Source: an optimization exercise on an open RTL-to-GDS flow (aim: small area). Production flows keep margins and buffers that such runs may drop.
Function was checked by simulation only, so behaviour that the tests miss may differ from the original.

==> flow/design.v, too long to show whole: its modules and the start of the top module <==
// module dot8: 1553 lines
// module boothenc: 12 lines
// module fa1: 4 lines
// module tpuv1: 112 lines
module tpuv1
  (
    input clk, rst_n, r_w,  
    input [63:0] dataIn,
    output [63:0] dataOut,
    input [15:0] addr
  );
  // ...
==> flow/run.sh <==
#!/bin/bash
# synth_recipe.tcl (not shown) runs the flow's synth.tcl, then flattens the netlist and writes it again
# the make line also repeats each setting of config.mk as NAME=value (left out here)
make -C /OpenROAD-flow-scripts/flow DESIGN_CONFIG=/design/flow/config.mk WORK_HOME=/design/flow/orfs CLKGATE_MAP_FILE= SYNTH_SCRIPT=/design/flow/synth_recipe.tcl finish
==> flow/config.mk <==
export PLATFORM = sky130hd
export DESIGN_NAME = tpuv1
export DESIGN_NICKNAME = tpuv1
export VERILOG_FILES = /design/flow/design.v
export SDC_FILE = /design/flow/constraint.sdc
export NUM_CORES = 4
export LEC_CHECK = 0
export CAP_MARGIN = 10
export CORE_MARGIN = 2
export CORE_UTILIZATION = 45
export CTS_BUF_LIST = sky130_fd_sc_hd__clkbuf_16
export CTS_CLUSTER_DIAMETER = 60
export CTS_CLUSTER_SIZE = 30
export PLACE_DENSITY = 0.55
export SLEW_MARGIN = 10
export SYNTH_HIERARCHICAL = 1
==> flow/constraint.sdc <==
create_clock -name core_clock -period 10.0 [get_ports {clk}]
set_input_delay 2.0000 -clock core_clock [delete_from_list [all_inputs] [get_ports {clk}]]
set_output_delay 2.0000 -clock core_clock [all_outputs]
set_load 0.01 [all_outputs]
==> results.txt, run 1 <==
- Via count: 81,500
- Outcome: finished clean
- Nets: 9,786
- Setup CP Type: reg2reg
- Final-report setup violation count: 0
- CP Cell Sequence: and2_1 > buf_4 > a22oi_1 > nand2_1 > a22oi_1 > xnor2_1 > fa_1 > fa_1 > fa_1 > fa_1 > fa_1 > fa_1 > fa_1 > fa_1 > ha_1 > a21oi_1 > mux2i_1 > o311ai_0 > a311oi_1 > nand2_1 > a21oi_1
- Most frequent cells in the layout: edfxtp_1, a22oi_1, fa_1
- Largest registers: C x1024, A x512, B x512
- Synth unique cells: 106
- Clkbuf count: 173
- Hold Path Stages: 0
- Setup TNS: 0 ps
- Mux cell area share after synthesis: 0.0166
- Post-CTS Setup Bufs: 0
- Clock Network Area Fraction: 0.0464
- Area of the multi-input gates: 52,900 um^2
- Clk slew on worst S/H paths: 90 ps
- Most used cell, CP: fa_1
- DR iter-0 viols: 12,500
- Largest family of logic cells by synthesized area: adder cells
- Largest Register: C
- Total track usage: 0.355
- DR WL met2: 220,000 um
- GP Congestion: 0.996
==> inputs of run 2 (changes only) <==
--- a/flow/config.mk
+++ b/flow/config.mk
@@ -8,9 +8,9 @@
 export CAP_MARGIN = 10
 export CORE_MARGIN = 2
 export CORE_UTILIZATION = 45
-export CTS_BUF_LIST = sky130_fd_sc_hd__clkbuf_16
-export CTS_CLUSTER_DIAMETER = 60
-export CTS_CLUSTER_SIZE = 30
+export CTS_BUF_LIST = sky130_fd_sc_hd__clkbuf_8
+export CTS_CLUSTER_DIAMETER = 45
+export CTS_CLUSTER_SIZE = 16
 export PLACE_DENSITY = 0.55
 export SLEW_MARGIN = 10
 export SYNTH_HIERARCHICAL = 1
==> run 2 against run 1 <==
Net effect: core utilization rose by 0.23 points; first-iteration DRC count down 2.3%; area after synthesis is the same; fmax increased by 0.20%; cell area grew 0.45%; count of clock-buffer cells in the layout up 138; register-to-register slack better by 20 ps; sequential share of layout area is 0.22 points lower; clock skew is 18 ps higher; synthesized cell count is the same; critical path type unchanged; highest routed layer unchanged.
==> results.txt, run 2 <==
- Outcome: finished clean
- DP HPWL: 362,000 um
- DP Worst Slack: 902 ps
- Largest Register: C
- Syn_area_per_cell: 13.7 um^2
- Die ar.: 275,000 um^2
- Largest net degree at the start of global routing: 171
- Most common cell after layout, fill and taps aside: edfxtp_1
- Slowest Stage Delay on Critical Path: 930 ps
- Global-route wire length before repair: 680,000 um
- Final min period: 9390 ps
- Final clock skew: 135 ps
- Most used cell, CP: fa_1
- Skew-Pair Late Insertion Delay: 1080 ps
- DRC viols: 0
- CTS Sinks: 2,239
- Asr flop ratio synth: 0
- Row count: 191
- Clk slew on worst S/H paths: 100 ps (about the same)
- Initial Util: 0.451
- Nets: 9,913 (+1.3%)
- CTS resizes: 0
- Routed Antenna Nets: 0
- Syn Inst Count: 8,895
- Cell Area, Synth: 122,000 um^2
- Setup TNS: 0 ps (unchanged)
- Post-CTS Setup Bufs: 0 (unchanged)
- Most frequent cells in the layout: edfxtp_1, a22oi_1, fa_1
- Maxcap violations: 0
- Dominant synthesized flop cell: edfxtp_1
- Post-synth top area share: 0.520
- CP max-delay cell: dfxtp_1
- Die height: 524 um
- Final-report setup violation count: 0 (unchanged)
- Max transition margin: 0.0985
- Vias/cell: 6.51
- Fin Hold WS: 381 ps
- Area of the multi-input gates: 52,900 um^2 (unchanged)
- Critical path's top delay family: adder cells
- Total track usage: 0.358 (+0.00235)
- CP bufs+invs: 1
- Count leader, synth: edfxtp_1
- Synth top cells by count: edfxtp_1, a22oi_1, fa_1
- Data arrival, critical path: 10,190 ps
- IO Pins: 147
- Global route total overflow: 0
- Fin crit share: 0.939
- GP Congestion: 0.996 (unchanged)
- Cts-stage hold buffer count: 0
- Worst path required time: 10,800 ps
- Cell accounting for the most synthesized area: edfxtp_1
- CTS root buf: clkbuf_8
- Layout cells sized above 1: 0.120
- Fin. Hold Viols: 0
- Setup CP Type: reg2reg
- Worst Path Max Fanout: 17
- Worst-Margin Slew: 1320 ps
- Max reg flops: 1,024
- Hold Crit Class: reg2reg
- H-tree level count: 5
- Initial antenna violation count: 46
- Register area share after synthesis: 0.541
- Port Buf Inserts: 146
- #FFs+latches synth: 2,239
- Routed WL: 498,000 um
- Count of warnings emitted by yosys: 19
- Layout area overhead: 10.4%
- Unrepaired setup endpoints after global routing: false
- DR iter-0 viols: 12,200 (-2.3%)
- Final WS setup: 606 ps
- Slew Limit Fails: 0
- Clock Tree Buf Depth: 4
- # fillers: 23,300
- Largest registers: C x1024, A x512, B x512
- Post-synth EDFFs: 2,112
- TritonCTS Buffers: 297
- DR WL/cell: 39.3 um
- Area of the core: 270,000 um^2
- Synth unique cells: 106 (unchanged)
- Via count: 82,500 (+1.1%)
- FF+latch area: 66,000 um^2
- Fmax: 106 MHz
- Critical path launch point type: flip-flop
- CP Cell Sequence: and2_1 > buf_4 > a22oi_1 > nand2_1 > a22oi_1 > xnor2_1 > fa_1 > fa_1 > fa_1 > fa_1 > fa_1 > fa_1 > fa_1 > fa_1 > ha_1 > a21oi_1 > mux2i_1 > o311ai_0 > a311oi_1 > nand2_1 > a21oi_1
- CTS tree: done
- Pre-antenna DRT Iters: 7
- Vias in the first global route: 80,500
- Worst Setup End Kind: flip-flop
- Largest cells by area after synthesis: edfxtp_1, fa_1, a22oi_1
- Die width: 524 um
-- run 2: worst register-to-register path: stages (launching register included) --
cell and delay (ps):
dfxtp_1 930, and2_1 770, buf_4 320, a22oi_1 110, nand2_1 250, a22oi_1 160, xnor2_1 190, fa_1 560
fa_1 470, fa_1 450, fa_1 540, fa_1 450, fa_1 410, fa_1 520, fa_1 480, ha_1 550
a21oi_1 370, mux2i_1 220, o311ai_0 160, a311oi_1 460, nand2_1 300, a21oi_1 500
-- run 2: logic make-up after synthesis --
logic type | Yosys count | synth area share
other | 3 | 0.0000924
adders and majority gates | 1013 | 0.160
buffers and inverters | 895 | 0.0319
AOI/OAI and AO/OA | 2272 | 0.133
and+or+nand+nor | 1348 | 0.0502
xor gates and xnor gates | 929 | 0.0670
muxes | 196 | 0.0166
DFF | 2239 | 0.541
-- run 2: path summary, 6_finish.rpt --
check | endpoint | start | depth (start not counted) | slack [ps]
worst max-delay path | C[6][124] | st[0] | 21 | 610
worst min-delay path | B[5][16] | B[6][16] | 0 | 380
worst max register to register | C[6][124] | st[0] | 21 | 610
worst min register to register | B[5][16] | B[6][16] | 0 | 380
-- run 2: layout make-up --
cell class / instances / share of cell area
clock inverters: 237 / 0.0191
flip-flops and latches: 2239 / 0.491
repair buffers: 483 / 0.0306
diodes: 25 / 0.000465
inverters: 29 / 0.000865
well taps: 3570 / 0.0332
clock buffers: 311 / 0.0318
multi-input cells: 5767 / 0.393
-- run 2: per-stage QoR --
step | instance area, um^2 | utilization | std cells
finish | 135000 | 0.498 | 12700
global route | 135000 | 0.498 | 12600
CTS | 134000 | 0.498 | 12600
detailed placement | 128000 | 0.473 | 12100
global placement | 128000 | 0.473 | 12100
floorplan | 122000 | - | 8901
-- run 2: per-layer routing --
| layer | global-route usage | up-vias | share of wire |
|---|---|---|---|
| li1 | - | 33000 | - |
| met1 | 0.474 | 42700 | 0.38 |
| met2 | 0.534 | 5527 | 0.44 |
| met3 | 0.0971 | 1161 | 0.11 |
| met4 | 0.198 | 26 | 0.066 |
| met5 | 0 | - | 0.00034 |
-- run 2: Yosys stat by module, one instance, submodules excluded --
module    area, um^2  flops+latches  cells  copies in the design
tpuv1          84500           2239   5316                     1
fa1             20.0              0      1                   906
boothenc        1010              0    144                     1
dot8            6080              0    843                     3
==> inputs of run 3 (changes only) <==
==> flow/flow/run.sh (new file) <==
#!/bin/bash
# The standard layout (standard.sh, the ORFS flow with flow/config.mk's
# settings), with two changes passed to ORFS through its own variables:
#  - clock tree synthesis without dummy loads (clkbuf_16, clusters of 30);
#  - the port buffers are buf_1 cells.
set -euo pipefail
export CTS_ARGS="-sink_clustering_enable -repair_clock_nets -sink_clustering_size 30 -sink_clustering_max_diameter 60 -buf_list sky130_fd_sc_hd__clkbuf_16 -dont_use_dummy_load"
export BUFFER_PORTS_ARGS="-buffer_cell sky130_fd_sc_hd__buf_1"
bash standard.sh > standard.log 2>&1
==> flow/standard.sh (new file) <==
#!/bin/bash
# synth_recipe.tcl (not shown) runs the flow's synth.tcl, then flattens the netlist and writes it again
# the make line also repeats each setting of config.mk as NAME=value (left out here)
make -C /OpenROAD-flow-scripts/flow DESIGN_CONFIG=/design/flow/config.mk WORK_HOME=/design/flow/orfs CLKGATE_MAP_FILE= SYNTH_SCRIPT=/design/flow/synth_recipe.tcl "${@:-finish}"
--- a/flow/config.mk
+++ b/flow/config.mk
@@ -8,9 +8,9 @@
 export CAP_MARGIN = 10
 export CORE_MARGIN = 2
 export CORE_UTILIZATION = 45
-export CTS_BUF_LIST = sky130_fd_sc_hd__clkbuf_8
-export CTS_CLUSTER_DIAMETER = 45
-export CTS_CLUSTER_SIZE = 16
+export CTS_BUF_LIST = sky130_fd_sc_hd__clkbuf_16
+export CTS_CLUSTER_DIAMETER = 60
+export CTS_CLUSTER_SIZE = 30
 export PLACE_DENSITY = 0.55
 export SLEW_MARGIN = 10
 export SYNTH_HIERARCHICAL = 1
removed: flow/run.sh
==> run 3 against run 2 <==
Net effect: count of clock-buffer cells in the layout fell by 153; critical path type unchanged.
==> results.txt, run 3 <==
- Slowest Stage Delay on Critical Path: 870 ps (-60 ps)
- CTS tree: done
- Worst-Margin Slew: 1300 ps (-19.7 ps)
- GP Congestion: 0.974 (-2.2%)
- Most used cell, CP: fa_1
- Max transition margin: 0.129 (+0.0306)
- GR Util met3: 0.0893 (-0.00781)
- Largest net degree at the start of global routing: 181 (+5.8%)
- Syn_area_per_cell: 13.7 um^2 (unchanged)
- Slew Limit Fails: 0 (unchanged)
- Maxcap violations: 0 (unchanged)
- Routed WL: 492,000 um (-1.2%)
- Row count: 191 (unchanged)
- Cts-stage hold buffer count: 0 (unchanged)
- Initial antenna violation count: 63 (+37%)
- Design area: 131,000 um^2 (-2.8%)
- CTS resizes: 0 (unchanged)
- Final-report setup violation count: 0 (unchanged)
- CTS Sinks: 2,239 (unchanged)
- Die ar.: 275,000 um^2 (unchanged)
- Total track usage: 0.353 (-0.00516)
- Largest registers: C x1024, A x512, B x512
- Outcome: finished clean
- Routed Antenna Nets: 0 (unchanged)
- Vias/cell: 6.65 (+2.1%)
- Final clock skew: 161 ps (+25.4 ps)
- H-tree level count: 4 (-1)
- Global route total overflow: 0 (unchanged)
- Post-CTS Setup Bufs: 0 (unchanged)
- Clock Tree Buf Depth: 4 (unchanged)
- Setup TNS: 0 ps (unchanged)
- Layout cells sized above 1: 0.0845 (-0.0357)
- Worst Path Max Fanout: 14 (-3)
- CTS root buf: clkbuf_16
- Syn Inst Count: 8,895 (unchanged)
- Layout area overhead: 7.34%
- Asr flop ratio synth: 0 (unchanged)
- Global-route wire length before repair: 670,000 um (-1.6%)
- Met1 GRT Util: 0.473 (about the same)
- Fin crit share: 0.945 (+0.00581)
- Fin Hold WS: 407 ps (+26.1 ps)
- Worst path required time: 10,580 ps (-220 ps)
- Register area share after synthesis: 0.541 (unchanged)
- Synth top cells by count: edfxtp_1, a22oi_1, fa_1
- Worst Setup End Kind: flip-flop
- Skew-Pair Late Insertion Delay: 930 ps (-150 ps)
- Pre-antenna DRT Iters: 10 (+3)
- Post-synth EDFFs: 2,112 (unchanged)
- Critical path launch point type: flip-flop
- Largest Register: C
- Area of the core: 270,000 um^2 (unchanged)
- #FFs+latches synth: 2,239 (unchanged)
- Most common cell after layout, fill and taps aside: edfxtp_1
- Unrepaired setup endpoints after global routing: false
- IO Pins: 147 (unchanged)
- Cell accounting for the most synthesized area: edfxtp_1
- Setup CP Type: reg2reg
- Cell Area, Synth: 122,000 um^2 (unchanged)
- DRC viols: 0 (unchanged)
- Nets: 9,768 (-1.5%)
- Synth unique cells: 106 (unchanged)
- Count leader, synth: edfxtp_1
- Die width: 524 um (unchanged)
- Die height: 524 um (unchanged)
- Vias in the first global route: 78,500 (-2.4%)
- TritonCTS Buffers: 158 (-47%)
- DP HPWL: 354,000 um (-2.0%)
- Data arrival, critical path: 10,040 ps (-150 ps)
- Fmax: 106 MHz (-0.62%)
- Fin. Hold Viols: 0 (unchanged)
- M2 GR Usage: 0.526 (-0.00888)
- Post-synth top area share: 0.520 (unchanged)
- Clk slew on worst S/H paths: 70 ps (-30 ps)
- Most Crowded Layer GR: met2
- FF+latch area: 66,000 um^2 (unchanged)
- DR WL/cell: 40.0 um (+1.8%)
- Placed inst area: 127,000 um^2 (-0.68%)
- Port Buf Inserts: 146 (unchanged)
- Fin util: 0.485 (-0.0137)
- Final min period: 9450 ps (+58.1 ps)
- Dominant synthesized flop cell: edfxtp_1
- CP Cell Sequence: and2_1 > buf_4 > a22oi_1 > nand2_1 > a22oi_1 > xnor2_1 > fa_1 > fa_1 > fa_1 > fa_1 > fa_1 > fa_1 > fa_1 > fa_1 > ha_1 > and3_1 > a221oi_2 > o21ai_1 > a211oi_2 > xnor2_1 > nand2_1 > a21oi_1
- Area of the multi-input gates: 53,000 um^2 (about the same)
- Via count: 81,600 (-1.0%)
- Largest cells by area after synthesis: edfxtp_1, fa_1, a22oi_1
- DR iter-0 viols: 12,500 (+1.8%)
- Most frequent cells in the layout: edfxtp_1, a22oi_1, fa_1
- Max reg flops: 1,024 (unchanged)
- Initial Util: 0.451 (unchanged)
- # fillers: 23,500 (+0.92%)
- Hold Crit Class: reg2reg
- Count of warnings emitted by yosys: 19 (unchanged)
- CP max-delay cell: dfxtp_1
==> run 3: logic make-up (layout without fill, tap and decap cells) <==
family / Yosys count / count (layout) / synth area share
compound gates: 2272 / 2272 / 0.133
xor+xnor: 929 / 929 / 0.0670
fa+ha+maj: 1013 / 1013 / 0.160
buf+inv: 895 / 664 / 0.0319
flops: 2239 / 2239 / 0.541
mux: 196 / 196 / 0.0166
other cells: 3 / 51 / 0.0000924
simple gates: 1348 / 1348 / 0.0502
==> run 3: worst max-delay path, delay by kind of cell, from the launching register on <==
family | cells | cell delay (ps)
fa+ha+maj | 9 | 4630
simple gates | 4 | 1520
compound gates | 6 | 1090
flops | 1 | 870
xor+xnor | 2 | 780
buf+inv | 1 | 290
==> run 3: cell type report <==
cell class | count | share of cell area
Clock buffer | 158 | 0.0302
Multi-Input combinational cell | 5767 | 0.405
Sequential cell | 2239 | 0.504
Tap cell | 3570 | 0.0341
Antenna cell | 42 | 0.000803
Inverter | 29 | 0.000889
Timing Repair Buffer | 477 | 0.0246
==> run 3: worst paths after layout <==
| check | startpoint | endpoint | slack [ps] | depth (start not counted) |
|---|---|---|---|---|
| worst min register to register | B[3][7] | B[2][7] | 410 | 0 |
| worst max register to register | st[0] | C[3][126] | 550 | 22 |
| worst min-delay path | B[3][7] | B[2][7] | 410 | 0 |
| worst max-delay path | st[0] | C[3][126] | 550 | 22 |
==> run 3: per-stage QoR <==
stage,cells,setup WS (ps)
after floorplan,8901,225
after global placement,12100,1060
after detailed placement,12100,944
after CTS,12200,882
after global routing,12200,377
final,12300,547
==> run 3: metal layers <==
metal,routed length [um],up-vias
li1,-,32500
met1,188000,42300
met2,216000,5733
met3,56100,1054
met4,31800,34
met5,235,-
==> run 3: modules after synthesis (local to each module, per instance) <==
module	cells	times used	cell area, um^2	flops+latches
tpuv1	5316	1	84500	2239
dot8	843	3	6080	0
boothenc	144	1	1010	0
fa1	1	906	20.0	0
==> inputs of run 4 (changes only) <==
==> flow/config.mk (replaced) <==
export PLATFORM = sky130hd
export DESIGN_NAME = tpuv1
export DESIGN_NICKNAME = tpuv1
export VERILOG_FILES = /design/flow/design.v
export SDC_FILE = /design/flow/constraint.sdc
export NUM_CORES = 4
export LEC_CHECK = 0
export CAP_MARGIN = 0
export CORE_MARGIN = 2
export CORE_UTILIZATION = 50
export CTS_BUF_LIST = sky130_fd_sc_hd__clkbuf_16
export CTS_CLUSTER_DIAMETER = 60
export CTS_CLUSTER_SIZE = 30
export PLACE_DENSITY = 0.6
export SLEW_MARGIN = 0
export SYNTH_HIERARCHICAL = 1
==> run 4 against run 3 <==
Net effect: final cell count is 3.0% lower; area after synthesis stayed put; count of clock-buffer cells in the layout is 7 lower; fmax is 0.77% higher; worst setup slack better by 72 ps; sequential share of layout area is 0.21 points higher; clock skew is 36 ps lower; critical path type unchanged.
==> results.txt, run 4 <==
- Layout cells sized above 1: 0.0846 (about the same)
- Post-synth EDFFs: 2,112 (unchanged)
- Row count: 181 (-5.2%)
- Setup CP Type: reg2reg
- Syn Inst Count: 8,895 (unchanged)
- Worst path required time: 10,550 ps (-30 ps)
- Final clock skew: 125 ps (-35.8 ps)
- Reg2reg path depth: 22 (unchanged)
- CTS Sinks: 2,239 (unchanged)
- Setup slack, reg-to-reg: 620 ps (+70 ps)
- CTS root buf: clkbuf_16
- Largest registers: C x1024, A x512, B x512
- Global-route wire length before repair: 654,000 um (-2.3%)
- #FFs+latches synth: 2,239 (unchanged)
- H-tree level count: 4 (unchanged)
- Vias/cell: 6.85 (+3.1%)
- Setup TNS: 0 ps (unchanged)
- Syn_area_per_cell: 13.7 um^2 (unchanged)
- Clk slew on worst S/H paths: 80 ps (about the same)
- Skew-Pair Late Insertion Delay: 900 ps (-30 ps)
- Hold Crit Start: B[5][39]
- Outcome: finished clean
- DR WL/cell: 40.0 um (about the same)
- DR iter-0 viols: 12,400 (-0.27%)
- Critical path launch point type: flip-flop
- Global route total overflow: 0 (unchanged)
- Unrepaired setup endpoints after global routing: false
- Fmax: 107 MHz (+0.77%)
- Most frequent cells in the layout: edfxtp_1, a22oi_1, fa_1
- Count leader, synth: edfxtp_1
- Max transition margin: 0.0414 (-0.0877)
- Post-CTS Setup Bufs: 0 (unchanged)
- Total track usage: 0.382 (+0.0298)
- CTS resizes: 0 (unchanged)
- Routed Antenna Nets: 0 (unchanged)
- Slew Limit Fails: 0 (unchanged)
- Die width: 498 um (-5.1%)
- Count of warnings emitted by yosys: 19 (unchanged)
- Vias in the first global route: 78,900 (+0.45%)
- Placed cell count: 11,700 (-2.9%)
- Routed WL: 477,000 um (-2.9%)
- Pre-antenna DRT Iters: 13 (+3)
- Layout area overhead: 6.89%
- Fin crit share: 0.938 (-0.00721)
- DP HPWL: 346,000 um (-2.4%)
- Worst-Margin Slew: 1440 ps (+139 ps)
- Worst Setup End Kind: flip-flop
- Fin. Hold Viols: 0 (unchanged)
- Maxcap violations: 0 (unchanged)
- Worst Path Max Fanout: 18 (+4)
- Cts-stage hold buffer count: 0 (unchanged)
- Dominant synthesized flop cell: edfxtp_1
- Most common cell after layout, fill and taps aside: edfxtp_1
- TritonCTS Buffers: 151 (-4.4%)
- Data arrival, critical path: 9930 ps (-110 ps)
- Hold Crit Endpoint: B[4][39]
- DRC viols: 0 (unchanged)
- Register area share after synthesis: 0.541 (unchanged)
- Synth top cells by count: edfxtp_1, a22oi_1, fa_1
- Area of the core: 243,000 um^2 (-10%)
- Largest Register: C
- Hold Crit Class: reg2reg
- CTS tree: done
- Largest net degree at the start of global routing: 167 (-7.7%)
- Layout Cells excl Fill: 11,900 (-3.0%)
- Asr flop ratio synth: 0 (unchanged)
- Initial antenna violation count: 62 (-1.6%)
- Fin Hold WS: 406 ps (-1.35 ps)
- Synth unique cells: 106 (unchanged)
- Post-synth top area share: 0.520 (unchanged)
- Final min period: 9380 ps (-72.1 ps)
- Hold Path Stages: 0 (unchanged)
- Largest cells by area after synthesis: edfxtp_1, fa_1, a22oi_1
- GP Congestion: 1.01 (+3.9%)
- Initial Util: 0.502 (+0.0507)
- Die height: 498 um (-5.1%)
- Clock Tree Buf Depth: 3 (-1)
- Cell accounting for the most synthesized area: edfxtp_1
- Worst R2R Start: st[1]
- Via count: 81,600 (-0.013%)
- Max reg flops: 1,024 (unchanged)
- R2r endpoint: C[7][109]
- Port Buf Inserts: 146 (unchanged)
- IO Pins: 147 (unchanged)
- Cell Area, Synth: 122,000 um^2 (unchanged)
- Nets: 9,773 (+0.051%)
- Die ar.: 248,000 um^2 (-9.9%)
- Final-report setup violation count: 0 (unchanged)
[run 4: cell counts after synthesis]
Identical to the previous run, type by type.
[run 4: worst max path at each step]
stage,cells after the start,from,to,slack [ps]
after floorplan,7,addr[12],bval[0],230
after global placement,22,st[1],C[6][109],980
after detailed placement,22,st[1],C[3][109],840
after CTS,22,st[1],C[7][109],790
after global routing,22,st[1],C[7][109],320
final,22,st[1],C[7][109],620
[run 4: kinds of logic (layout without fill, tap and decap cells)]
family                     after synthesis  after routing  synth area share
buffers and inverters                  895            669            0.0319
and+or+nand+nor                       1348           1348            0.0502
other                                    3             47         0.0000924
AOI/OAI and AO/OA                     2272           2272             0.133
adders and majority gates             1013           1013             0.160
xor gates and xnor gates               929            929            0.0670
DFF                                   2239           2239             0.541
muxes                                  196            196            0.0166
[run 4: routing by layer]
metal  up-vias  track usage  part of all wire
met5         -            0           0.00057
met4        42        0.217             0.068
met3      1112        0.129              0.14
met2      6059        0.557              0.43
met1     41900        0.501              0.36
li1      32500            -                 -
[run 4: critical path, cell delays in order (launching register included)]
cell and delay [ps]:
dfxtp_1 860, and2_1 850, buf_4 260, nand2_1 50, nand2_1 230, a22oi_1 150, xnor2_1 180, fa_1 460
fa_1 530, fa_1 440, fa_1 550, fa_1 450, fa_1 440, fa_1 510, fa_1 510, ha_1 580
nand2_1 120, o31ai_1 290, a31oi_1 130, a31oi_2 210, xor2_1 460, nand2_1 290, a21oi_1 530
[run 4: layout make-up]
| type | count | area (um^2) |
|---|---|---|
| inverters | 29 | 116 |
| clock buffers | 151 | 3780 |
| flip-flops and latches | 2239 | 66000 |
| repair buffers | 489 | 3270 |
| well taps | 3202 | 4010 |
| fillers | 19900 | 112000 |
| diodes | 38 | 95.1 |
| multi-input cells | 5767 | 53000 |
[run 4: modules after synthesis (local to each module, per instance)]
module    flops+latches  copies in the design  cells  cell area, um^2
fa1                   0                   906      1             20.0
tpuv1              2239                     1   5316            84500
dot8                  0                     3    843             6080
boothenc              0                     1    144             1010
[run 4: stage by stage]
| step | util | worst slack, ps | cell area, um^2 |
|---|---|---|---|
| after global routing | 0.536 | 322 | 130000 |
| final | 0.537 | 620 | 130000 |
| after detailed placement | 0.521 | 835 | 126000 |
| after floorplan | - | 225 | 122000 |
| after CTS | 0.536 | 788 | 130000 |
| after global placement | 0.521 | 985 | 126000 |
==> inputs of run 5 (changes only) <==
==> flow/flow/run.sh (replaced) <==
#!/bin/bash
# The standard layout (standard.sh, the ORFS flow with flow/config.mk's
# settings), with two changes passed to ORFS through its own variables:
#  - clock tree synthesis without dummy loads (clkbuf_16, clusters of up to 30 within 100 um);
#  - the port buffers are buf_1 cells.
set -euo pipefail
export CTS_ARGS="-sink_clustering_enable -repair_clock_nets -sink_clustering_size 30 -sink_clustering_max_diameter 100 -buf_list sky130_fd_sc_hd__clkbuf_16 -dont_use_dummy_load"
export BUFFER_PORTS_ARGS="-buffer_cell sky130_fd_sc_hd__buf_1"
bash standard.sh > standard.log 2>&1
--- a/flow/config.mk
+++ b/flow/config.mk
@@ -7,9 +7,9 @@
 export LEC_CHECK = 0
 export CAP_MARGIN = 0
 export CORE_MARGIN = 2
-export CORE_UTILIZATION = 50
+export CORE_UTILIZATION = 45
 export CTS_BUF_LIST = sky130_fd_sc_hd__clkbuf_16
-export CTS_CLUSTER_DIAMETER = 60
+export CTS_CLUSTER_DIAMETER = 100
 export CTS_CLUSTER_SIZE = 30
 export PLACE_DENSITY = 0.6
 export SLEW_MARGIN = 0
==> run 5 against run 4 <==
Net effect: still clean on timing, DRC and antenna; cell area down 0.83%; area after synthesis stayed put; core utilization fell by 5.8 points; via count is 0.27% lower; sequential share of layout area increased by 0.42 points; register-to-register slack barely moved; die area is 11% higher; first-iteration DRC count grew 0.28%; critical path type unchanged; largest cell class unchanged.
==> results.txt, run 5 <==
- Slew Limit Fails: 0 (unchanged)
- Largest cells by area after synthesis: edfxtp_1, fa_1, a22oi_1
- Worst Setup End Kind: flip-flop
- Setup CP Type: reg2reg
- CP max-delay cell: dfxtp_1
- Final WS setup: 620 ps (+0.419 ps)
- Clock Tree Buf Depth: 3 (unchanged)
- Layout cells sized above 1: 0.0782 (-0.00644)
- GP Congestion: 1.04 (+2.9%)
- Largest registers: C x1024, A x512, B x512
- Data arrival, critical path: 9900 ps (-30 ps)
- Register area share after synthesis: 0.541 (unchanged)
- Max transition margin: 0.0800 (+0.0385)
- Final min period: 9380 ps (-0.419 ps)
- Routed Antenna Nets: 0 (unchanged)
- Hold Crit Class: reg2reg
- Outcome: finished clean
- Post-synth EDFFs: 2,112 (unchanged)
- Nets: 9,707 (-0.68%)
- Die width: 524 um (+5.4%)
- CP Cell Sequence: and2_1 > a22oi_1 > nand2_1 > o21ai_0 > xor2_1 > fa_1 > fa_1 > fa_1 > fa_1 > fa_1 > fa_1 > fa_1 > fa_1 > ha_1 > nand2_1 > o31ai_1 > a31oi_1 > a31oi_2 > xor2_1 > nand2_1 > a21oi_1
- Fin util: 0.478 (-0.0582)
- DRC viols: 0 (unchanged)
- Initial antenna violation count: 49 (-21%)
- Cell Area, Synth: 122,000 um^2 (unchanged)
- Clk slew on worst S/H paths: 110 ps (+30 ps)
- Worst path required time: 10,520 ps (-30 ps)
- Hold Crit Start: B[2][42]
- Hold Crit Endpoint: B[1][42]
- Worst-Margin Slew: 1370 ps (-62.9 ps)
- Port Buf Inserts: 146 (unchanged)
- Total track usage: 0.341 (-0.0408)
- Initial Util: 0.451 (-0.0507)
- Vias in the first global route: 78,800 (-0.023%)
- CTS root buf: clkbuf_16
- Fin. Hold Viols: 0 (unchanged)
- IO Pins: 147 (unchanged)
- Vias/cell: 6.66 (-2.8%)
- R2r endpoint: C[5][61]
- Cell accounting for the most synthesized area: edfxtp_1
- Global-route wire length before repair: 654,000 um (about the same)
- Skew-Pair Late Insertion Delay: 840 ps (-60 ps)
- Count leader, synth: edfxtp_1
- DP Worst Slack: 896 ps (+61.0 ps)
- Fmax: 107 MHz (about the same)
- #FFs+latches synth: 2,239 (unchanged)
- Die height: 524 um (+5.4%)
- DP HPWL: 344,000 um (-0.39%)
- CTS resizes: 0 (unchanged)
- Setup slack, reg-to-reg: 620 ps (about the same)
- Most common cell after layout, fill and taps aside: edfxtp_1
- Final clock skew: 154 ps (+29.1 ps)
- Layout area overhead: 6.00%
- Area of the core: 270,000 um^2 (+11%)
- H-tree level count: 3 (-1)
- Fin crit share: 0.938 (about the same)
- TritonCTS Buffers: 95 (-37%)
- Count of warnings emitted by yosys: 19 (unchanged)
- Setup TNS: 0 ps (unchanged)
- Dominant synthesized flop cell: edfxtp_1
- Worst R2R Start: st[0]
- CTS Sinks: 2,239 (unchanged)
- Unrepaired setup endpoints after global routing: false
- Critical path's top delay family: adder cells
- Critical path launch point type: flip-flop
- Most frequent cells in the layout: edfxtp_1, a22oi_1, fa_1
- Reg2reg path depth: 21 (-4.5%)
- Max reg flops: 1,024 (unchanged)
- Most used cell, CP: fa_1
- Worst Path Max Fanout: 17 (-1)
- Synth unique cells: 106 (unchanged)
- Hold Path Stages: 0 (unchanged)
- Asr flop ratio synth: 0 (unchanged)
- DR iter-0 viols: 12,500 (+0.28%)
- Routed WL: 475,000 um (-0.35%)
- Slowest Stage Delay on Critical Path: 850 ps (about the same)
- CTS tree: done
- Syn_area_per_cell: 13.7 um^2 (unchanged)
- Die ar.: 275,000 um^2 (+11%)
- # fillers: 23,500 (+18%)
- Syn Inst Count: 8,895 (unchanged)
- Final-report setup violation count: 0 (unchanged)
- Post-synth top area share: 0.520 (unchanged)
- Largest net degree at the start of global routing: 185 (+11%)
- Synth top cells by count: edfxtp_1, a22oi_1, fa_1
- Largest Register: C
- Maxcap violations: 0 (unchanged)
- Cts-stage hold buffer count: 0 (unchanged)
- DR WL/cell: 38.9 um (-2.8%)
- Via count: 81,400 (-0.27%)
- Post-CTS Setup Bufs: 0 (unchanged)
- Global route total overflow: 0 (unchanged)
- Row count: 191 (+5.5%)
- Pre-antenna DRT Iters: 6 (-7)
- CP bufs+invs: 0 (-1)
-- run 5: changes by cell type in the layout (fill, tap and decap cells not counted), sizes merged --
cell | previous run | this run
clkinv | 1 | 2
buf | 486 | 475
diode | 38 | 40
inv | 28 | 27
clkbuf | 154 | 99
-- run 5: worst max path at each step --
stage / from / endpoint / slack, ps / cells after the start
6_report: st[0] / C[5][61] / 620 / 21
5_1_grt: st[2] / C[5][61] / 280 / 21
4_1_cts: st[0] / C[7][47] / 870 / 21
3_5_place_dp: st[0] / C[3][47] / 900 / 21
3_3_place_gp: st[0] / C[3][31] / 950 / 21
2_1_floorplan: addr[12] / bval[0] / 230 / 7
-- run 5: per-module statistics from Yosys (local to each module, per instance) --
module / flops+latches / cells / copies in the design / area (um^2)
fa1: 0 / 1 / 906 / 20.0
boothenc: 0 / 144 / 1 / 1010
tpuv1: 2239 / 5316 / 1 / 84500
dot8: 0 / 843 / 3 / 6080
-- run 5: stage by stage --
step / std cells / hold WS, ps / instance area [um^2]
final: 12200 / 390 / 129000
after global routing: 12200 / 386 / 129000
after CTS: 12200 / 394 / 129000
after detailed placement: 12100 / 434 / 127000
after global placement: 12100 / 432 / 127000
after floorplan: 8901 / 426 / 122000
-- run 5: per-layer routing --
metal	vias up	wire length, um	track usage
met4	26	36700	0.218
met3	1113	56200	0.0936
met1	42200	172000	0.434
li1	32300	-	-
met2	5737	211000	0.517
met5	-	177	0
-- run 5: logic make-up (layout without fill, tap and decap cells) --
kind of cell | after synthesis | count (layout) | share of synthesized area
muxes | 196 | 196 | 0.0166
adders and majority gates | 1013 | 1013 | 0.160
other | 3 | 49 | 0.0000924
DFF | 2239 | 2239 | 0.541
AOI/OAI and AO/OA | 2272 | 2272 | 0.133
buffers and inverters | 895 | 603 | 0.0319
and+or+nand+nor | 1348 | 1348 | 0.0502
xor gates and xnor gates | 929 | 929 | 0.0670
-- run 5: cell type report --
type                       instances  area [um^2]  area share
sequential                      2239        66000       0.511
multi-input combinational       5767        52900       0.410
tap                             3570         4470      0.0346
timing repair buffer             479         3220      0.0249
clock buffer                      95         2380      0.0184
inverter                          29          118    0.000910
antenna                           40          100    0.000775
==> inputs of run 6 (changes only) <==
--- a/flow/config.mk
+++ b/flow/config.mk
@@ -7,10 +7,10 @@
 export LEC_CHECK = 0
 export CAP_MARGIN = 0
 export CORE_MARGIN = 2
-export CORE_UTILIZATION = 45
+export CORE_UTILIZATION = 55
 export CTS_BUF_LIST = sky130_fd_sc_hd__clkbuf_16
 export CTS_CLUSTER_DIAMETER = 100
 export CTS_CLUSTER_SIZE = 30
-export PLACE_DENSITY = 0.6
+export PLACE_DENSITY = 0.7
 export SLEW_MARGIN = 0
 export SYNTH_HIERARCHICAL = 1
==> run 6 against run 5 <==
Net effect: now fails the layout checks on max-capacitance violations, max-slew violations; final cell count down 5.1%; die area down 18%; via count up 1.1%; global-route usage up 7.0 points; critical path depth up 1; non-clock buffer count down 4; clock skew down 3.2 ps; register-to-register slack worse by 160 ps; sequential share of layout area up 0.36 points.
==> results.txt, run 6 <==
- Outcome: complete, but fails checks
- Failing Checks: max-capacitance violations, max-slew violations
- IO Pins: 147 (unchanged)
- #FFs+latches synth: 2,239 (unchanged)
- TritonCTS Buffers: 91 (-4.2%)
- Layout area overhead: 5.26%
- Max transition margin: -0.126 (-0.206)
- Critical path launch point type: flip-flop
- DR iter-0 viols: 14,500 (+16%)
- Most common cell after layout, fill and taps aside: edfxtp_1
- Worst Setup End Kind: flip-flop
- Skew-Pair Late Insertion Delay: 830 ps (about the same)
- Fin. Hold Viols: 0 (unchanged)
- Worst Path Max Fanout: 17 (unchanged)
- Row count: 172 (-9.9%)
- DR WL/cell: 39.8 um (+2.4%)
- CTS Sinks: 2,239 (unchanged)
- Largest registers: C x1024, A x512, B x512
- Final-report setup violation count: 0 (unchanged)
- Count of warnings emitted by yosys: 19 (unchanged)
- Vias in the first global route: 79,100 (+0.28%)
- Total track usage: 0.411 (+0.0695)
- Pre-antenna DRT Iters: 9 (+3)
- Unrepaired setup endpoints after global routing: false
- Design area: 128,000 um^2 (-0.70%)
- Post-synth EDFFs: 2,112 (unchanged)
- Area of the core: 220,000 um^2 (-19%)
- Layout cells sized above 1: 0.0763 (-0.00190)
- Data arrival, critical path: 10,010 ps (+110 ps)
- Slowest Stage Delay on Critical Path: 920 ps (+70 ps)
- Layout Cells excl Fill: 11,600 (-5.1%)
- Fmax: 105 MHz (-1.7%)
- Fin crit share: 0.954 (+0.0164)
- DP Worst Slack: 872 ps (-24.1 ps)
- Cts-stage hold buffer count: 0 (unchanged)
- Placed cell count: 11,500 (-5.1%)
- Worst path required time: 10,460 ps (-60 ps)
- Global route total overflow: 0 (unchanged)
- CTS resizes: 0 (unchanged)
- Final min period: 9540 ps (+164 ps)
- Final clock skew: 151 ps (-3.18 ps)
- GP Congestion: 1.04 (-0.39%)
- Post-CTS Setup Bufs: 0 (unchanged)
- Initial antenna violation count: 42 (-14%)
- Cell Area, Synth: 122,000 um^2 (unchanged)
- Register area share after synthesis: 0.541 (unchanged)
- CTS root buf: clkbuf_16
- Most used cell, CP: fa_1
- Worst-Margin Slew: 1690 ps (+313 ps)
- Routed Antenna Nets: 0 (unchanged)
- Via count: 82,300 (+1.1%)
- Synth top cells by count: edfxtp_1, a22oi_1, fa_1
- Asr flop ratio synth: 0 (unchanged)
- Setup CP Type: reg2reg
- Synth unique cells: 106 (unchanged)
- Die ar.: 225,000 um^2 (-18%)
- Max reg flops: 1,024 (unchanged)
- Cell accounting for the most synthesized area: edfxtp_1
- Dominant synthesized flop cell: edfxtp_1
- # fillers: 17,300 (-26%)
- Syn Inst Count: 8,895 (unchanged)
- Hold Crit Class: reg2reg
- CP Cell Sequence: and2_1 > buf_4 > nand2_1 > nand2_1 > o21ai_0 > xor2_1 > fa_1 > fa_1 > fa_1 > fa_1 > fa_1 > fa_1 > fa_1 > ha_1 > nand2_1 > o31ai_1 > a31oi_1 > a31oi_2 > xor2_1 > buf_4 > nand2_1 > a21oi_1
- Largest Register: C
- Slew Limit Fails: 5 (+5)
- Global-route wire length before repair: 638,000 um (-2.4%)
- Initial Util: 0.554 (+0.103)
- Port Buf Inserts: 146 (unchanged)
- Count leader, synth: edfxtp_1
- Largest net degree at the start of global routing: 179 (-3.2%)
- Die height: 475 um (-9.5%)
- Placed inst area: 126,000 um^2 (-0.65%)
- Clk slew on worst S/H paths: 110 ps (about the same)
- Setup TNS: 0 ps (unchanged)
- Die width: 475 um (-9.5%)
- Routed WL: 462,000 um (-2.9%)
- Nets: 9,699 (-0.082%)
- Most frequent cells in the layout: edfxtp_1, a22oi_1, fa_1
- Clock Tree Buf Depth: 3 (unchanged)
- H-tree level count: 3 (unchanged)
- Maxcap violations: 2 (+2)
- CP max-delay cell: dfxtp_1
- Syn_area_per_cell: 13.7 um^2 (unchanged)
- Post-synth top area share: 0.520 (unchanged)
- Vias/cell: 7.10 (+6.5%)
- DRC viols: 0 (unchanged)
- DP HPWL: 332,000 um (-3.4%)
- CTS tree: done
- Final WS setup: 456 ps (-164 ps)
- Largest cells by area after synthesis: edfxtp_1, fa_1, a22oi_1
- Fin util: 0.583 (+0.105)
## run 6: metal layers
metal	vias to the layer above	track usage	share of wire
met3	1385	0.153	0.15
met5	-	0	0.00072
met2	6977	0.590	0.42
met4	33	0.250	0.078
li1	32300	-	-
met1	41600	0.531	0.35
## run 6: through the flow
step                hold slack (ps)
floorplan                       426
detailed placement              438
global route                    458
finish                          438
global placement                433
CTS                             441
## run 6: path summary, 6_finish.rpt
kind | endpoint | slack (ps) | start | cells after the start
max | C[5][29] | 460 | st[1] | 22
min reg2reg | B[2][41] | 440 | B[3][41] | 0
max reg2reg | C[5][29] | 460 | st[1] | 22
min | B[2][41] | 440 | B[3][41] | 0
## run 6: critical path: cells and delay by family (launching register included)
| family | cells | cell delay, ps |
|---|---|---|
| AOI/OAI and AO/OA | 5 | 1620 |
| adders and majority gates | 8 | 4230 |
| xor gates and xnor gates | 2 | 480 |
| DFF | 1 | 920 |
| buffers and inverters | 2 | 510 |
| and+or+nand+nor | 5 | 1460 |
## run 6: final cells by class
class	count	area, um^2	share of cell area
multi-input cells	5767	52900	0.413
diodes	36	90.1	0.000702
flip-flops and latches	2239	66000	0.514
well taps	2958	3700	0.0288
repair buffers	475	3180	0.0248
clock buffers	91	2280	0.0177
inverters	29	118	0.000917
## run 6: logic make-up after synthesis
logic type	synth area share
AO/OA/AOI/OAI	0.133
XOR/XNOR	0.0670
adder cells (fa/ha/maj)	0.160
buffers and inverters	0.0319
flip-flops	0.541
multiplexers	0.0166
other	0.0000924
AND/OR/NAND/NOR	0.0502
## run 6: per-module statistics from Yosys (local to each module, per instance)
module    cells inside  flops+latches  cell area (um^2)
fa1                  1              0              20.0
boothenc           144              0              1010
dot8               843              0              6080
tpuv1             5316           2239             84500
==> module tpuv1, before the edit <==
module tpuv1
  (
    input clk, rst_n, r_w,  
    input [63:0] dataIn,
    output [63:0] dataOut,
    input [15:0] addr
  );
wire wrA   = r_w & (addr[15:6] == 10'h004);             
wire wrB   = r_w & (addr[15:6] == 10'h008);             
wire wrCl  = r_w & (addr[15:7] == 9'h006) & ~addr[3];  
wire wrCh  = r_w & (addr[15:7] == 9'h006) &  addr[3];  
wire start = r_w & (addr == 16'h0400);
reg        busy;
reg  [2:0] row;
reg  [2:0] st;
wire last = busy & (row == 3'd7) & st[2];
wire [2:0] nrow = busy ? row + {2'd0, st[2]} : 3'd0;
wire [2:0] nst  = busy ? {st[1:0], st[2]} : 3'b001;
always @(posedge clk) begin
  if (!rst_n) begin
    busy <= 1'b0;
    row  <= 3'd0;
    st   <= 3'b001;
  end else if (busy) begin
    st <= {st[1:0], st[2]};
    if (st[2]) begin
      row <= row + 3'd1;
      if (row == 3'd7) busy <= 1'b0;
    end
  end else if (start) begin
    busy <= 1'b1;
    row  <= 3'd0;
    st   <= 3'b001;
  end
end
wire [63:0] din = (rst_n & ~busy) ? dataIn : 64'd0;
reg [63:0] A [0:7];
integer ia;
always @(posedge clk)
  for (ia = 0; ia < 8; ia = ia + 1)
    if (!rst_n || last || (wrA && addr[5:3] == ia[2:0]))
      A[ia] <= din;
reg [63:0] B [0:7];
reg [7:0]  bval;
integer ib;
always @(posedge clk)
  if (wrB) begin
    for (ib = 0; ib < 7; ib = ib + 1)
      B[ib] <= B[ib+1];
    B[7] <= dataIn;
  end
always @(posedge clk)
  if (!rst_n || last) bval <= 8'd0;
  else if (wrB)       bval <= {1'b1, bval[7:1]};
reg [63:0] Cin_lo;
always @(posedge clk)
  if (!rst_n || wrCl) Cin_lo <= din;
reg  [127:0] C [0:7];
wire [2:0]   crow = busy ? nrow : addr[6:4];
wire [127:0] Crd  = C[crow];
assign dataOut = addr[3] ? Crd[127:64] : Crd[63:0];
reg  [63:0] Arow;
reg  [15:0] Cel [0:2];
reg  [15:0] Cnx [0:2];
integer u, m, q;
always @* begin
  for (u = 0; u < 3; u = u + 1) begin
    Cnx[u] = 16'd0;
    for (q = 0; q < 3; q = q + 1)
      if (3*q+u < 8)
        Cnx[u] = Cnx[u] | ({16{nst[q]}} & Crd[16*(3*q+u) +: 16]);
  end
end
always @(posedge clk) begin
  Arow <= A[nrow];
  for (u = 0; u < 3; u = u + 1)
    Cel[u] <= Cnx[u];
end
reg  [63:0] Bcol [0:2];
always @* begin
  for (u = 0; u < 3; u = u + 1) begin
    Bcol[u] = 64'd0;
    for (q = 0; q < 3; q = q + 1)
      if (3*q+u < 8)
        for (m = 0; m < 8; m = m + 1)
          Bcol[u][8*m +: 8] = Bcol[u][8*m +: 8] |
                              ({8{st[q] & bval[m]}} & B[m][8*(3*q+u) +: 8]);
  end
end
wire [31:0] one, two, neg;
boothenc u_enc (.a(Arow), .one(one), .two(two), .neg(neg));
wire [15:0] res [0:2];
genvar gu;
generate
  for (gu = 0; gu < 3; gu = gu + 1) begin : g_dot
    dot8 u_dot (.one(one), .two(two), .neg(neg), .b(Bcol[gu]), .c(Cel[gu]), .r(res[gu]));
  end
endgenerate
wire [127:0] wdata = {din, rst_n ? Cin_lo : 64'd0};
wire         csel  = busy & rst_n;
reg  [127:0] cbus;
integer ic, jc;
always @*
  for (jc = 0; jc < 8; jc = jc + 1)
    cbus[16*jc +: 16] = csel ? res[jc % 3] : wdata[16*jc +: 16];
always @(posedge clk)
  for (ic = 0; ic < 8; ic = ic + 1)
    for (jc = 0; jc < 8; jc = jc + 1)
      if (!rst_n || (wrCh && addr[6:4] == ic[2:0]) ||
          (busy && row == ic[2:0] && st[jc / 3]))
        C[ic][16*jc +: 16] <= cbus[16*jc +: 16];
endmodule
==> inputs of run 7 (changes only) <==
--- a/flow/design.v
+++ b/flow/design.v
@@ -1625,35 +1625,37 @@
 always @(posedge clk)
   if (!rst_n || wrCl) Cin_lo <= din;
 reg  [127:0] C [0:7];
-wire [2:0]   crow = busy ? nrow : addr[6:4];
-wire [127:0] Crd  = C[crow];
-assign dataOut = addr[3] ? Crd[127:64] : Crd[63:0];
-reg  [63:0] Arow;
-reg  [15:0] Cel [0:2];
-reg  [15:0] Cnx [0:2];
-integer u, m, q;
+wire [3:0]  chalf = busy ? {nrow, ~nst[0]} : addr[6:3];
+reg  [63:0] Crd;
+integer k;
 always @* begin
-  for (u = 0; u < 3; u = u + 1) begin
-    Cnx[u] = 16'd0;
-    for (q = 0; q < 3; q = q + 1)
-      if (3*q+u < 8)
-        Cnx[u] = Cnx[u] | ({16{nst[q]}} & Crd[16*(3*q+u) +: 16]);
-  end
+  Crd = 64'd0;
+  for (k = 0; k < 16; k = k + 1)
+    Crd = Crd | ({64{chalf == k[3:0]}} & C[k / 2][64 * (k % 2) +: 64]);
 end
+assign dataOut = Crd;
+reg  [63:0] Arow;
+reg  [15:0] Cel [0:2];
+reg  [15:0] X3;
+integer u, m;
 always @(posedge clk) begin
-  Arow <= A[nrow];
-  for (u = 0; u < 3; u = u + 1)
-    Cel[u] <= Cnx[u];
+  Arow   <= A[nrow];
+  Cel[0] <= nst[2] ? X3 : Crd[15:0];
+  Cel[1] <= nst[2] ? Crd[63:48] : Crd[31:16];
+  Cel[2] <= Crd[47:32];
+  if (nst[0]) X3 <= Crd[63:48];
 end
 reg  [63:0] Bcol [0:2];
 always @* begin
-  for (u = 0; u < 3; u = u + 1) begin
-    Bcol[u] = 64'd0;
-    for (q = 0; q < 3; q = q + 1)
-      if (3*q+u < 8)
-        for (m = 0; m < 8; m = m + 1)
-          Bcol[u][8*m +: 8] = Bcol[u][8*m +: 8] |
-                              ({8{st[q] & bval[m]}} & B[m][8*(3*q+u) +: 8]);
+  for (m = 0; m < 8; m = m + 1) begin
+    Bcol[0][8*m +: 8] = {8{bval[m]}} & (({8{st[0]}} & B[m][8*0 +: 8]) |
+                                        ({8{st[1]}} & B[m][8*4 +: 8]) |
+                                        ({8{st[2]}} & B[m][8*3 +: 8]));
+    Bcol[1][8*m +: 8] = {8{bval[m]}} & (({8{st[0]}} & B[m][8*1 +: 8]) |
+                                        ({8{st[1]}} & B[m][8*5 +: 8]) |
+                                        ({8{st[2]}} & B[m][8*7 +: 8]));
+    Bcol[2][8*m +: 8] = {8{bval[m]}} & (({8{st[0]}} & B[m][8*2 +: 8]) |
+                                        ({8{st[1]}} & B[m][8*6 +: 8]));
   end
 end
 wire [31:0] one, two, neg;
@@ -1665,17 +1667,23 @@
     dot8 u_dot (.one(one), .two(two), .neg(neg), .b(Bcol[gu]), .c(Cel[gu]), .r(res[gu]));
   end
 endgenerate
+function automatic integer ucol(input integer j);
+  ucol = (j == 3) ? 0 : (j == 7) ? 1 : j % 4;
+endfunction
+function automatic integer scol(input integer j);
+  scol = (j == 3 || j == 7) ? 2 : j / 4;
+endfunction
 wire [127:0] wdata = {din, rst_n ? Cin_lo : 64'd0};
 wire         csel  = busy & rst_n;
 reg  [127:0] cbus;
 integer ic, jc;
 always @*
   for (jc = 0; jc < 8; jc = jc + 1)
-    cbus[16*jc +: 16] = csel ? res[jc % 3] : wdata[16*jc +: 16];
+    cbus[16*jc +: 16] = csel ? res[ucol(jc)] : wdata[16*jc +: 16];
 always @(posedge clk)
   for (ic = 0; ic < 8; ic = ic + 1)
     for (jc = 0; jc < 8; jc = jc + 1)
       if (!rst_n || (wrCh && addr[6:4] == ic[2:0]) ||
-          (busy && row == ic[2:0] && st[jc / 3]))
+          (busy && row == ic[2:0] && st[scol(jc)]))
         C[ic][16*jc +: 16] <= cbus[16*jc +: 16];
 endmodule
--- a/flow/config.mk
+++ b/flow/config.mk
@@ -7,10 +7,10 @@
 export LEC_CHECK = 0
 export CAP_MARGIN = 0
 export CORE_MARGIN = 2
-export CORE_UTILIZATION = 55
+export CORE_UTILIZATION = 45
 export CTS_BUF_LIST = sky130_fd_sc_hd__clkbuf_16
 export CTS_CLUSTER_DIAMETER = 100
 export CTS_CLUSTER_SIZE = 30
-export PLACE_DENSITY = 0.7
+export PLACE_DENSITY = 0.6
 export SLEW_MARGIN = 0
 export SYNTH_HIERARCHICAL = 1
==> run 7 against run 6 <==
Net effect: the run now finishes clean; flip-flop and latch count is 16 higher; synthesized cell count is 6.1% lower; register-to-register slack better by 50 ps; non-clock buffer count is 86 higher; critical path type unchanged; largest cell class unchanged.
==> results.txt, run 7 <==
- Outcome: finished clean
- Most common cell after layout, fill and taps aside: edfxtp_1
- GP Congestion: 1.02 (-1.9%)
- Cts-stage hold buffer count: 0 (unchanged)
- Global route total overflow: 0 (unchanged)
- DR iter-0 viols: 12,400 (-14%)
- Routed Antenna Nets: 0 (unchanged)
- Vias in the first global route: 73,900 (-6.5%)
- Dominant synthesized flop cell: edfxtp_1
- CP Cell Sequence: buf_4 > a222oi_1 > nor2b_1 > a22oi_1 > xnor2_1 > fa_1 > fa_1 > fa_1 > fa_1 > fa_1 > fa_1 > fa_1 > fa_1 > ha_1 > a21oi_1 > mux2i_1 > o311ai_0 > a311oi_1 > buf_4 > nand2_1 > a21boi_0
- Die width: 520 um (+9.6%)
- Slew Limit Fails: 0 (-5)
- Global-route wire length before repair: 586,000 um (-8.1%)
- CTS tree: done
- Layout area overhead: 7.04%
- Nets: 9,298 (-4.1%)
- Synth unique cells: 70 (-34%)
- Worst path required time: 10,430 ps (-30 ps)
- Synth top cells by count: edfxtp_1, a22oi_1, fa_1
- Max transition margin: 0.0639 (+0.190)
- Data arrival, critical path: 9920 ps (-90 ps)
- CTS resizes: 0 (unchanged)
- DR WL/cell: 35.8 um (-10%)
- CTS Sinks: 2,255 (+0.71%)
- Fin crit share: 0.949 (-0.00514)
- Hold Crit Class: reg2reg
- #FFs+latches synth: 2,255 (+0.71%)
- Vias/cell: 6.48 (-8.6%)
- Initial Util: 0.452 (-0.102)
- Total track usage: 0.307 (-0.104)
- Fmax: 105 MHz (+0.54%)
- Layout cells sized above 1: 0.0883 (+0.0120)
- IO Pins: 147 (unchanged)
- Most frequent cells in the layout: edfxtp_1, a22oi_1, fa_1
- H-tree level count: 3 (unchanged)
- Worst-Margin Slew: 1390 ps (-297 ps)
- Syn_area_per_cell: 14.4 um^2 (+4.8%)
- Port Buf Inserts: 146 (unchanged)
- Via count: 76,200 (-7.3%)
- Worst Setup End Kind: flip-flop
- Final clock skew: 153 ps (+1.87 ps)
- # fillers: 22,700 (+31%)
- Post-synth top area share: 0.533 (+0.0127)
- Syn Inst Count: 8,350 (-6.1%)
- Clk slew on worst S/H paths: 120 ps (about the same)
- Largest net degree at the start of global routing: 167 (-6.7%)
- Setup CP Type: reg2reg
- Largest Register: C
- Count leader, synth: edfxtp_1
- Fin. Hold Viols: 0 (unchanged)
- Row count: 189 (+9.9%)
- Most used cell, CP: fa_1
- Worst Path Max Fanout: 44 (+27)
- Count of warnings emitted by yosys: 17 (-2)
- Register area share after synthesis: 0.554 (+0.0131)
- Largest cells by area after synthesis: edfxtp_1, fa_1, a22oi_1
- Cell Area, Synth: 120,000 um^2 (-1.6%)
- Asr flop ratio synth: 0 (unchanged)
- Largest registers: C x1024, A x512, B x512
- Critical path launch point type: flip-flop
- Die ar.: 271,000 um^2 (+20%)
- CP max-delay cell: a21boi_0
- DP HPWL: 299,000 um (-10%)
- Clock Tree Buf Depth: 3 (unchanged)
- Die height: 520 um (+9.6%)
- Placed inst area: 126,000 um^2 (about the same)
- Post-synth EDFFs: 2,128 (+0.76%)
- Setup TNS: 0 ps (unchanged)
- Max reg flops: 1,024 (unchanged)
- Slowest Stage Delay on Critical Path: 950 ps (+30 ps)
- Pre-antenna DRT Iters: 8 (-1)
- Fin util: 0.484 (-0.0992)
- Routed WL: 421,000 um (-8.8%)
- CTS root buf: clkbuf_16
- Cell accounting for the most synthesized area: edfxtp_1
- Final-report setup violation count: 0 (unchanged)
- Post-CTS Setup Bufs: 0 (unchanged)
- DRC viols: 0 (unchanged)
- Unrepaired setup endpoints after global routing: false
- Fin Hold WS: 389 ps (-49.0 ps)
- Final min period: 9490 ps (-51.4 ps)
- Design area: 128,000 um^2 (about the same)
- Skew-Pair Late Insertion Delay: 850 ps (+20 ps)
- Area of the core: 265,000 um^2 (+21%)
- Maxcap violations: 0 (-2)
- Initial antenna violation count: 35 (-17%)
- TritonCTS Buffers: 97 (+6.6%)
[run 7: changes by cell type after synthesis, sizes merged, moves of 121 or more]
cell    change
nand2     -397
a22oi     +297
nor2b     +199
mux2i     -143
a222oi    +137
a21boi    +125
nand2b    +123
a21oi     -121
[run 7: metrics by stage]
| stage | setup slack [ps] | cells |
|---|---|---|
| 6_report | 507 | 11800 |
| 3_3_place_gp | 878 | 11600 |
| 3_5_place_dp | 668 | 11600 |
| 4_1_cts | 618 | 11700 |
| 2_1_floorplan | -595 | 8356 |
| 5_1_grt | 120 | 11700 |
[run 7: cells by family after synthesis]
| family | after synthesis | synth area share |
|---|---|---|
| multiplexers | 52 | 0.00469 |
| buffers and inverters | 820 | 0.0281 |
| AO/OA/AOI/OAI | 2156 | 0.133 |
| other | 3 | 0.0000939 |
| adder cells (fa/ha/maj) | 1013 | 0.163 |
| flip-flops | 2255 | 0.554 |
| XOR/XNOR | 929 | 0.0679 |
| AND/OR/NAND/NOR | 1122 | 0.0495 |
[run 7: path summary, 6_finish.rpt]
| check | startpoint | endpoint | slack, ps | cells past startpoint |
|---|---|---|---|---|
| hold / removal | B[5][35] | B[4][35] | 390 | 0 |
| setup / recovery | st[2] | C[7][28] | 510 | 21 |
| hold reg to reg | B[5][35] | B[4][35] | 390 | 0 |
| setup reg to reg | st[2] | C[7][28] | 510 | 21 |
[run 7: worst max-delay path: cells and delay by family (launching register included)]
family	cells	cell delay [ps]
fa+ha+maj	9	4380
mux	1	210
compound gates	6	2170
xor+xnor	1	210
simple gates	2	610
buf+inv	2	760
flops	1	810
[run 7: cell type report]
cell class / count / area, um^2 / area share
Multi-Input combinational cell: 5281 / 51000 / 0.398
Clock buffer: 97 / 2430 / 0.0189
Tap cell: 3533 / 4420 / 0.0344
Sequential cell: 2255 / 66500 / 0.518
Antenna cell: 29 / 72.6 / 0.000566
Timing Repair Buffer: 561 / 3870 / 0.0301
Inverter: 6 / 26.3 / 0.000205
[run 7: routing by layer]
layer	up-vias	GRT usage	routed length, um
met1	39700	0.429	166000
met2	4975	0.468	190000
met3	732	0.0790	49400
li1	30900	-	-
met4	12	0.101	16300
met5	-	0	79
[run 7: modules after synthesis, one instance, submodules excluded]
module    cells  flip-flops and latches  cell area, um^2  times used
boothenc    144                       0             1010           1
dot8        846                       0             6050           3
tpuv1      4762                    2255            82600           1
fa1           1                       0             20.0         906
==> inputs of run 8 (changes only) <==
--- a/flow/config.mk
+++ b/flow/config.mk
@@ -5,12 +5,12 @@
 export SDC_FILE = /design/flow/constraint.sdc
 export NUM_CORES = 4
 export LEC_CHECK = 0
-export CAP_MARGIN = 0
+export CAP_MARGIN = 10
 export CORE_MARGIN = 2
 export CORE_UTILIZATION = 45
 export CTS_BUF_LIST = sky130_fd_sc_hd__clkbuf_16
 export CTS_CLUSTER_DIAMETER = 100
 export CTS_CLUSTER_SIZE = 30
 export PLACE_DENSITY = 0.6
-export SLEW_MARGIN = 0
+export SLEW_MARGIN = 10
 export SYNTH_HIERARCHICAL = 1
==> run 8 against run 7 <==
Net effect: still clean on timing, DRC and antenna; final cell count is essentially flat; die area is the same; clock skew shrank 26 ps; critical path depth grew 1; via count is essentially flat; register-to-register slack is essentially flat; sequential share of layout area is essentially flat; first-iteration DRC count grew 3.3%; fmax grew 0.13%; critical path type unchanged; critical endpoint is now C[3][28].
==> results.txt, run 8 <==
- Largest Register: C
- DP Worst Slack: 665 ps (-3.78 ps)
- M2 GR Usage: 0.470 (+0.00216)
- Most common cell after layout, fill and taps aside: edfxtp_1
- Post-synth top area share: 0.533 (unchanged)
- Largest cells by area after synthesis: edfxtp_1, fa_1, a22oi_1
- Slowest Stage Delay on Critical Path: 950 ps (about the same)
- Nets: 9,296 (-0.022%)
- Global route total overflow: 0 (unchanged)
- Syn Inst Count: 8,350 (unchanged)
- Met1 GRT Util: 0.429 (about the same)
- Pre-antenna DRT Iters: 10 (+2)
- Most frequent cells in the layout: edfxtp_1, a22oi_1, fa_1
- Final min period: 9480 ps (-12.7 ps)
- Final WS setup: 520 ps (+12.7 ps)
- Most Crowded Layer GR: met2
- DR WL/cell: 35.8 um (about the same)
- Reg2reg path depth: 22 (+4.8%)
- Worst path required time: 10,430 ps (about the same)
- Max transition margin: 0.123 (+0.0592)
- DP HPWL: 299,000 um (about the same)
- Count leader, synth: edfxtp_1
- Critical path launch point type: flip-flop
- Clock Tree Buf Depth: 3 (unchanged)
- CP bufs+invs: 3 (+1)
- Final clock skew: 127 ps (-26.0 ps)
- Outcome: finished clean
- Via count: 76,200 (-0.051%)
- Max reg flops: 1,024 (unchanged)
- Routed Antenna Nets: 0 (unchanged)
- Synth unique cells: 70 (unchanged)
- CP max-delay cell: a21boi_0
- GR Util met3: 0.0802 (+0.00121)
- Most used cell, CP: fa_1
- Hold Path Stages: 0 (unchanged)
- Vias/cell: 6.48 (about the same)
- Fin crit share: 0.948 (-0.00127)
- CTS resizes: 0 (unchanged)
- Data arrival, critical path: 9910 ps (about the same)
- Area of the core: 265,000 um^2 (unchanged)
- Die height: 520 um (unchanged)
- TritonCTS Buffers: 97 (unchanged)
- Fmax: 105 MHz (+0.13%)
- Crit path depth: 22 (+4.8%)
- Register area share after synthesis: 0.554 (unchanged)
- Layout cells sized above 1: 0.0882 (-0.000100)
- Post-synth EDFFs: 2,128 (unchanged)
- Maxcap violations: 0 (unchanged)
- Largest registers: C x1024, A x512, B x512
- DRC viols: 0 (unchanged)
- #FFs+latches synth: 2,255 (unchanged)
- Routed WL: 421,000 um (about the same)
- Worst-Margin Slew: 1300 ps (-87.9 ps)
- DR iter-0 viols: 12,900 (+3.3%)
- Fin. Hold Viols: 0 (unchanged)
- Cts-stage hold buffer count: 0 (unchanged)
- Total track usage: 0.307 (about the same)
- Hold Crit Class: reg2reg
- Count of warnings emitted by yosys: 17 (unchanged)
- CTS tree: done
- # fillers: 22,700 (+0.17%)
- Final-report setup violation count: 0 (unchanged)
- IO Pins: 147 (unchanged)
- Syn_area_per_cell: 14.4 um^2 (unchanged)
- Post-CTS Setup Bufs: 0 (unchanged)
- Row count: 189 (unchanged)
- Global-route wire length before repair: 586,000 um (about the same)
## run 8: per-stage QoR
step,util,hold slack [ps],TNS (ps),cells,area [um^2]
after floorplan,-,424,-304590,8356,120000
after global placement,0.475,432,0,11600,126000
after detailed placement,0.475,434,0,11600,126000
after CTS,0.484,414,0,11700,128000
after global routing,0.484,433,0,11700,128000
final,0.484,422,0,11800,128000
## run 8: final cells by class
cell class | instances | area [um^2] | area share
multi-input combinational | 5281 | 51000 | 0.398
antenna | 34 | 85.1 | 0.000663
clock buffer | 97 | 2430 | 0.0189
sequential | 2255 | 66500 | 0.518
timing repair buffer | 559 | 3850 | 0.0300
tap | 3533 | 4420 | 0.0344
inverter | 6 | 26.3 | 0.000205
## run 8: worst register-to-register path: stages (launching register included)
cell	delay [ps]
dfxtp_2	920
buf_4	520
nand3b_1	180
o21ai_2	260
buf_4	320
a22oi_1	200
xnor2_1	120
fa_1	520
fa_1	420
fa_1	450
fa_1	560
fa_1	470
fa_1	430
fa_1	520
fa_1	460
ha_1	400
a21oi_1	260
mux2i_1	200
o311ai_0	160
a311oi_1	480
buf_4	210
nand2_1	90
a21boi_0	950
## run 8: kinds of logic (layout without fill, tap and decap cells)
kind of cell,after synthesis,after routing,share of synthesized area
mux,52,52,0.00469
xor+xnor,929,929,0.0679
compound gates,2156,2156,0.133
other cells,3,43,0.0000939
flops,2255,2255,0.554
buf+inv,820,662,0.0281
simple gates,1122,1122,0.0495
fa+ha+maj,1013,1013,0.163
## run 8: path summary, 6_finish.rpt
kind              slack (ps)  startpoint        to
hold / removal           420    B[1][61]  B[0][61]
setup reg to reg         520    Arow[19]  C[3][28]
hold reg to reg          420    B[1][61]  B[0][61]
setup / recovery         520    Arow[19]  C[3][28]
## run 8: Yosys stat by module (local to each module, per instance)
module    cells inside  cell area [um^2]  flip-flops and latches  times used
dot8               846              6050                       0           3
boothenc           144              1010                       0           1
tpuv1             4762             82600                    2255           1
fa1                  1              20.0                       0         906
## run 8: layer usage
layer | vias up | share of wire
met5 | - | 0.00012
met4 | 8 | 0.038
met1 | 39600 | 0.39
li1 | 30800 | -
met3 | 708 | 0.12
met2 | 5009 | 0.45

separate check: timing with driven ports:
How much do the figures lean on ideal ports? The routed layouts below were timed once more, with nothing changed but the port constraints.
Step 1 sets driving cells, clkbuf_16 on the clock port and buf_2 on the other inputs (assumed; they add their load-dependent delay and slew).
Step 2 adds t to the input delays and takes it off the output delays; t is the mean of the earliest and latest rising clock arrival at the registers after step 1. Input paths then give back, and output paths get back, about the clock's delay inside the block.
a / b / c = ideal / step 1 / step 2; a / b = the first two.
run	t (ns)	slack for setup (ns)	latest minus earliest clock arrival (ns)	worst slew at a driven data input, ns
run 1	0.983	0.587 / 0.587 / 0.587	0.119 / 0.119	0.12
run 2	1.127	0.606 / 0.606 / 0.606	0.145 / 0.145	0.12
run 3	0.950	0.547 / 0.547 / 0.547	0.160 / 0.161	0.13
run 4	0.925	0.620 / 0.620 / 0.620	0.152 / 0.152	0.10
run 5	0.869	0.620 / 0.620 / 0.620	0.155 / 0.155	0.18
run 6	0.859	0.456 / 0.456 / 0.456	0.151 / 0.151	0.04
run 7	0.874	0.507 / 0.507 / 0.507	0.153 / 0.152	0.28
run 8	0.868	0.520 / 0.520 / 0.520	0.126 / 0.126	0.29
